Source: an optimization exercise on an open RTL-to-GDS flow (aim: small area). Production flows keep margins and buffers that such runs may drop. RTL that was checked went through simulation tests only; none was proved equivalent to the original.

==> build 4: inputs <==
Design mips_exu, start of the top module:
module mips_exu (
	input         clk,
	input         rst_n,
	input         in_valid,
	input  [31:0] in_instr,
	output reg        res_valid,
	output reg [31:0] res_data,
	output reg        res_zero
);
	wire [5:0]  op    = in_instr[31:26];
	wire [4:0]  rs    = in_instr[25:21];
	wire [4:0]  rt    = in_instr[20:16];
	wire [4:0]  rd    = in_instr[15:11];
	wire [4:0]  shamt = in_instr[10:6];
	wire [5:0]  func  = in_instr[5:0];
	wire [15:0] imm   = in_instr[15:0];
	wire op_r    = (op == 6'd0);
	wire imm_sext = (op == 6'd8) || (op == 6'd10) || (op == 6'd35) || (op == 6'd43);
	wire imm_zext = (op == 6'd12) || (op == 6'd13) || (op == 6'd14);
	wire use_imm  = imm_sext || imm_zext;
	wire writes   = op_r || (op == 6'd8) || (op == 6'd10) || imm_zext;
	wire wen      = in_valid && writes;
	wire [4:0] wreg = op_r ? rd : rt;
	wire [31:0] imm_ext = {{16{imm[15] & ~imm_zext}}, imm};
	reg  [31:0] regs [0:31];
	reg  [31:0] valid;
	wire [31:0] alu_out;
	wire [31:0] busX, busY;
	wire [31:0] selX = valid & (32'd1 << rs);
	wire [31:0] selY = valid & (32'd1 << rt) & {32{!use_imm}};
	genvar g;
	generate
		for (g = 0; g < 32; g = g + 1) begin : g_rd
			wire [31:0] col;
			genvar k;
			for (k = 0; k < 32; k = k + 1) begin : g_col
				assign col[k] = regs[k][g];
			end
			exu_rdbit u_rx(.d({col[31], col}), .sel({selX[31], selX}), .q(busX[g]));
  ...
==> module mips_exu, before the edit <==
module mips_exu (
	input         clk,
	input         rst_n,
	input         in_valid,
	input  [31:0] in_instr,
	output reg        res_valid,
	output reg [31:0] res_data,
	output reg        res_zero
);
	wire [5:0]  op    = in_instr[31:26];
	wire [4:0]  rs    = in_instr[25:21];
	wire [4:0]  rt    = in_instr[20:16];
	wire [4:0]  rd    = in_instr[15:11];
	wire [4:0]  shamt = in_instr[10:6];
	wire [5:0]  func  = in_instr[5:0];
	wire [15:0] imm   = in_instr[15:0];
	wire op_r    = (op == 6'd0);
	wire imm_sext = (op == 6'd8) || (op == 6'd10) || (op == 6'd35) || (op == 6'd43);
	wire imm_zext = (op == 6'd12) || (op == 6'd13) || (op == 6'd14);
	wire use_imm  = imm_sext || imm_zext;
	wire writes   = op_r || (op == 6'd8) || (op == 6'd10) || imm_zext;
	wire wen      = in_valid && writes;
	wire [4:0] wreg = op_r ? rd : rt;
	wire [31:0] imm_ext = {{16{imm[15] & ~imm_zext}}, imm};
	reg  [31:0] regs [0:31];
	reg  [31:0] valid;
	wire [31:0] alu_out;
	wire [31:0] busX, busY;
	wire [31:0] selX = valid & (32'd1 << rs);
	wire [31:0] selY = valid & (32'd1 << rt) & {32{!use_imm}};
	genvar g;
	generate
		for (g = 0; g < 32; g = g + 1) begin : g_rd
			wire [31:0] col;
			genvar k;
			for (k = 0; k < 32; k = k + 1) begin : g_col
				assign col[k] = regs[k][g];
			end
			exu_rdbit u_rx(.d({col[31], col}), .sel({selX[31], selX}), .q(busX[g]));
			exu_rdbit u_ry(.d({imm_ext[g], col}), .sel({use_imm, selY}), .q(busY[g]));
		end
	endgenerate
	generate
		for (g = 0; g < 32; g = g + 1) begin : g_reg
			wire we = wen && (wreg == g);
			always @(posedge clk)
				if (we) regs[g] <= alu_out;
			always @(posedge clk or negedge rst_n)
				if (!rst_n)
					valid[g] <= 1'b0;
				else if (we)
					valid[g] <= 1'b1;
		end
	endgenerate
	wire alu_zero;
	exu_alu u_alu(
		.op(op), .func(func), .shamt(shamt), .x(busX), .y(busY),
		.out(alu_out), .zero(alu_zero)
	);
	always @(posedge clk or negedge rst_n) begin
		if (!rst_n)
			res_valid <= 1'b0;
		else
			res_valid <= in_valid;
	end
	always @(posedge clk) begin
		res_data <= alu_out;
		res_zero <= alu_zero;
	end
endmodule
Settings: LEC_CHECK=0, CAP_MARGIN=20, CORE_MARGIN=2, CORE_UTILIZATION=55, CTS_BUF_LIST=sky130_fd_sc_hd__clkbuf_8, CTS_CLUSTER_DIAMETER=80, CTS_CLUSTER_SIZE=16, PLACE_DENSITY=0.65, SLEW_MARGIN=20, SYNTH_HIERARCHICAL=1, SYNTH_MINIMUM_KEEP_SIZE=0; clock period 12.0 ns.
run.sh (not shown) runs the stock make flow with config.mk's settings and CLKGATE_MAP_FILE= SYNTH_SCRIPT=/design/flow/synth_recipe.tcl, a recipe that flattens the netlist after the stock synthesis.
==> inputs of trial 9, as changes to build 4 <==
--- a/flow/design.v
+++ b/flow/design.v
@@ -30,2 +30,11 @@
 endmodule
+module exu_and3(input a, b, c, output y);
+	assign y = a & b & c;
+endmodule
+module exu_ao22(input a1, b1, a2, b2, output y);
+	assign y = (a1 & b1) | (a2 & b2);
+endmodule
+module exu_or2(input a, b, output y);
+	assign y = a | b;
+endmodule
 module exu_rdbit(
@@ -351,24 +360,36 @@
 	reg  [31:0] regs [0:31];
-	reg  [31:0] valid;
+	reg  [31:0] valid;            
 	wire [31:0] alu_out;
 	wire [31:0] busX, busY;
-	wire [31:0] selX = valid & (32'd1 << rs);
-	wire [31:0] selY = valid & (32'd1 << rt) & {32{!use_imm}};
+	wire [3:0] loX, loY, nloW;
+	wire [7:0] hiX, hiY, nhiW;
 	genvar g;
 	generate
-		for (g = 0; g < 32; g = g + 1) begin : g_rd
-			wire [31:0] col;
-			genvar k;
-			for (k = 0; k < 32; k = k + 1) begin : g_col
-				assign col[k] = regs[k][g];
-			end
-			exu_rdbit u_rx(.d({col[31], col}), .sel({selX[31], selX}), .q(busX[g]));
-			exu_rdbit u_ry(.d({imm_ext[g], col}), .sel({use_imm, selY}), .q(busY[g]));
+		for (g = 0; g < 4; g = g + 1) begin : g_lo
+			assign loX[g]  = (rs[1:0] == g);
+			assign loY[g]  = (rt[1:0] == g);
+			assign nloW[g] = ~(wreg[1:0] == g);
+		end
+		for (g = 0; g < 8; g = g + 1) begin : g_hi
+			assign hiX[g]  = (rs[4:2] == g);
+			assign hiY[g]  = (rt[4:2] == g && !use_imm);
+			assign nhiW[g] = ~(wreg[4:2] == g && wen);
 		end
 	endgenerate
+	wire [31:0] selX, selY, we, nwe;
 	generate
 		for (g = 0; g < 32; g = g + 1) begin : g_reg
-			wire we = wen && (wreg == g);
+			exu_and3 u_sx(.a(valid[g]), .b(hiX[g/4]), .c(loX[g%4]), .y(selX[g]));
+			exu_and3 u_sy(.a(valid[g]), .b(hiY[g/4]), .c(loY[g%4]), .y(selY[g]));
+			exu_nor2 u_we(.a(nhiW[g/4]), .b(nloW[g%4]), .y(we[g]));
+			exu_or2  u_nwe(.a(nhiW[g/4]), .b(nloW[g%4]), .y(nwe[g]));
+			wire valid_d;
+			exu_or2  u_vd(.a(we[g]), .b(valid[g]), .y(valid_d));
+			wire [31:0] regs_d;
+			genvar k;
+			for (k = 0; k < 32; k = k + 1) begin : g_hold
+				exu_ao22 u_h(.a1(we[g]), .b1(alu_out[k]), .a2(nwe[g]), .b2(regs[g][k]), .y(regs_d[k]));
+			end
 			always @(posedge clk)
-				if (we) regs[g] <= alu_out;
+				regs[g] <= regs_d;
 			always @(posedge clk or negedge rst_n)
@@ -376,4 +397,15 @@
 					valid[g] <= 1'b0;
-				else if (we)
-					valid[g] <= 1'b1;
+				else
+					valid[g] <= valid_d;
+		end
+	endgenerate
+	generate
+		for (g = 0; g < 32; g = g + 1) begin : g_rd
+			wire [31:0] col;
+			genvar k;
+			for (k = 0; k < 32; k = k + 1) begin : g_col
+				assign col[k] = regs[k][g];
+			end
+			exu_rdbit u_rx(.d({col[31], col}), .sel({selX[31], selX}), .q(busX[g]));
+			exu_rdbit u_ry(.d({imm_ext[g], col}), .sel({use_imm, selY}), .q(busY[g]));
 		end
==> flow/flow/run.sh (new file) <==
#!/bin/bash
# The standard layout (standard.sh, the standard flow's own ORFS run) with three changes
# to how cells are added after synthesis:
#  - ports are buffered with the smallest buffer rather than ORFS's default,
#  - clock tree synthesis runs without dummy loads (the clock is far from
#    critical, so the skew they balance does not matter),
#  - global placement keeps the timing-driven buffering and resizing only
#    from its later iterations (overflow below 0.2), when cells sit near
#    their final places.
# make's full output goes to flow_make.log here; each ORFS step also keeps its
# own log under orfs/logs/.
set -euo pipefail
bash standard.sh \
	"BUFFER_PORTS_ARGS=-buffer_cell sky130_fd_sc_hd__buf_1" \
	"CTS_ARGS=-sink_clustering_enable -repair_clock_nets -dont_use_dummy_load -buf_list sky130_fd_sc_hd__clkbuf_8 -sink_clustering_size 16 -sink_clustering_max_diameter 80" \
	"GPL_KEEP_OVERFLOW=0.2" \
	finish > flow_make.log 2>&1
==> flow/standard.sh (new file) <==
#!/bin/bash
# synth_recipe.tcl (not shown) runs the flow's synth.tcl, then flattens the netlist and writes it again
# the make line also repeats each setting of config.mk as NAME=value (left out here)
make -C /OpenROAD-flow-scripts/flow DESIGN_CONFIG=/design/flow/config.mk WORK_HOME=/design/flow/orfs CLKGATE_MAP_FILE= SYNTH_SCRIPT=/design/flow/synth_recipe.tcl "${@:-finish}"
Settings changed: CAP_MARGIN 20 to 10, CORE_UTILIZATION 55 to 50, SLEW_MARGIN 20 to 10.
removed: flow/run.sh
==> notes.md <==
Setup Skew 85.67 ps; Area Growth Syn to Fin 9.298%; multiplexer share of the synthesized area 4.700%; # fillers 7798; clk latency of the worst-skew pair 780 ps; Cell Count, Final, Fillers Out 5345; Slew @ Worst Pin 1405 ps; multi-input logic area 23960 sq um; Signal buffers 190; commonest non-fill, non-tap cells in the layout 1057 x dfxtp_1, 1024 x a22o_1, 768 x a222oi_1; CP arrival 11240 ps; final instance area 49820 sq um; outcome finished clean; post-DP HPWL 130.3 mm; WP buf/inv 2; Worst Reg-to-Reg Cells 25
-- figures above: trial 9

==> notes.md <==
outcome finished clean; final instance area 52330 sq um; post-DP HPWL 117.4 mm; clk latency of the worst-skew pair 800 ps; Reg clk slew, reported paths 110 ps; multiplexer share of the synthesized area 4.536%; Cell Count, Final, Fillers Out 4417; Setup Skew 65.17 ps; Slew @ Worst Pin 1255 ps; hold path startpoint valid[5]; met3 wire length 31.68 mm; commonest register cell after synthesis edfxtp_1; CP arrival 11280 ps; final setup TNS 0 ps; Signal buffers 232; # fillers 6344; commonest non-fill, non-tap cells in the layout 1024 x edfxtp_1, 768 x a222oi_1, 214 x mux2i_1; Worst Reg-to-Reg Cells 23; multi-input logic area 15100 sq um; Area Growth Syn to Fin 10.82%
-- figures above: build 4

Only the layout flow was run in build 4; the RTL was not checked for function there.

[re-timing with driven ports]
The results above use ideal ports. As a check the final layouts listed here were re-extracted and re-timed, cells and wires unchanged. Step 1, drivers: a clkbuf_16 drives clk and a buf_2 each remaining input, both assumed. Step 2, shift: input delay + t, output delay - t, t = (earliest + latest rising clock arrival at the registers) / 2. This alone moves slack from input paths to output paths. a / b / c = ideal / step 1 / step 2; a / b = the first two.
run	shift t [ns]	setup WS [ns]	latest minus earliest clock arrival (ns)	worst register clock-pin slew, ns	pins driven straight from the clock port
build 4	0.833	1.023 / 1.062 / 0.229	0.065 / 0.065	0.11 / 0.11	1
trial 9	0.803	1.392 / 1.432 / 0.629	0.085 / 0.086	0.11 / 0.11	1
After both steps every run listed still meets setup and hold. The setup slack of build 4, which loses most, moves by +0.039 ns with the drivers and by -0.794 ns with both steps.
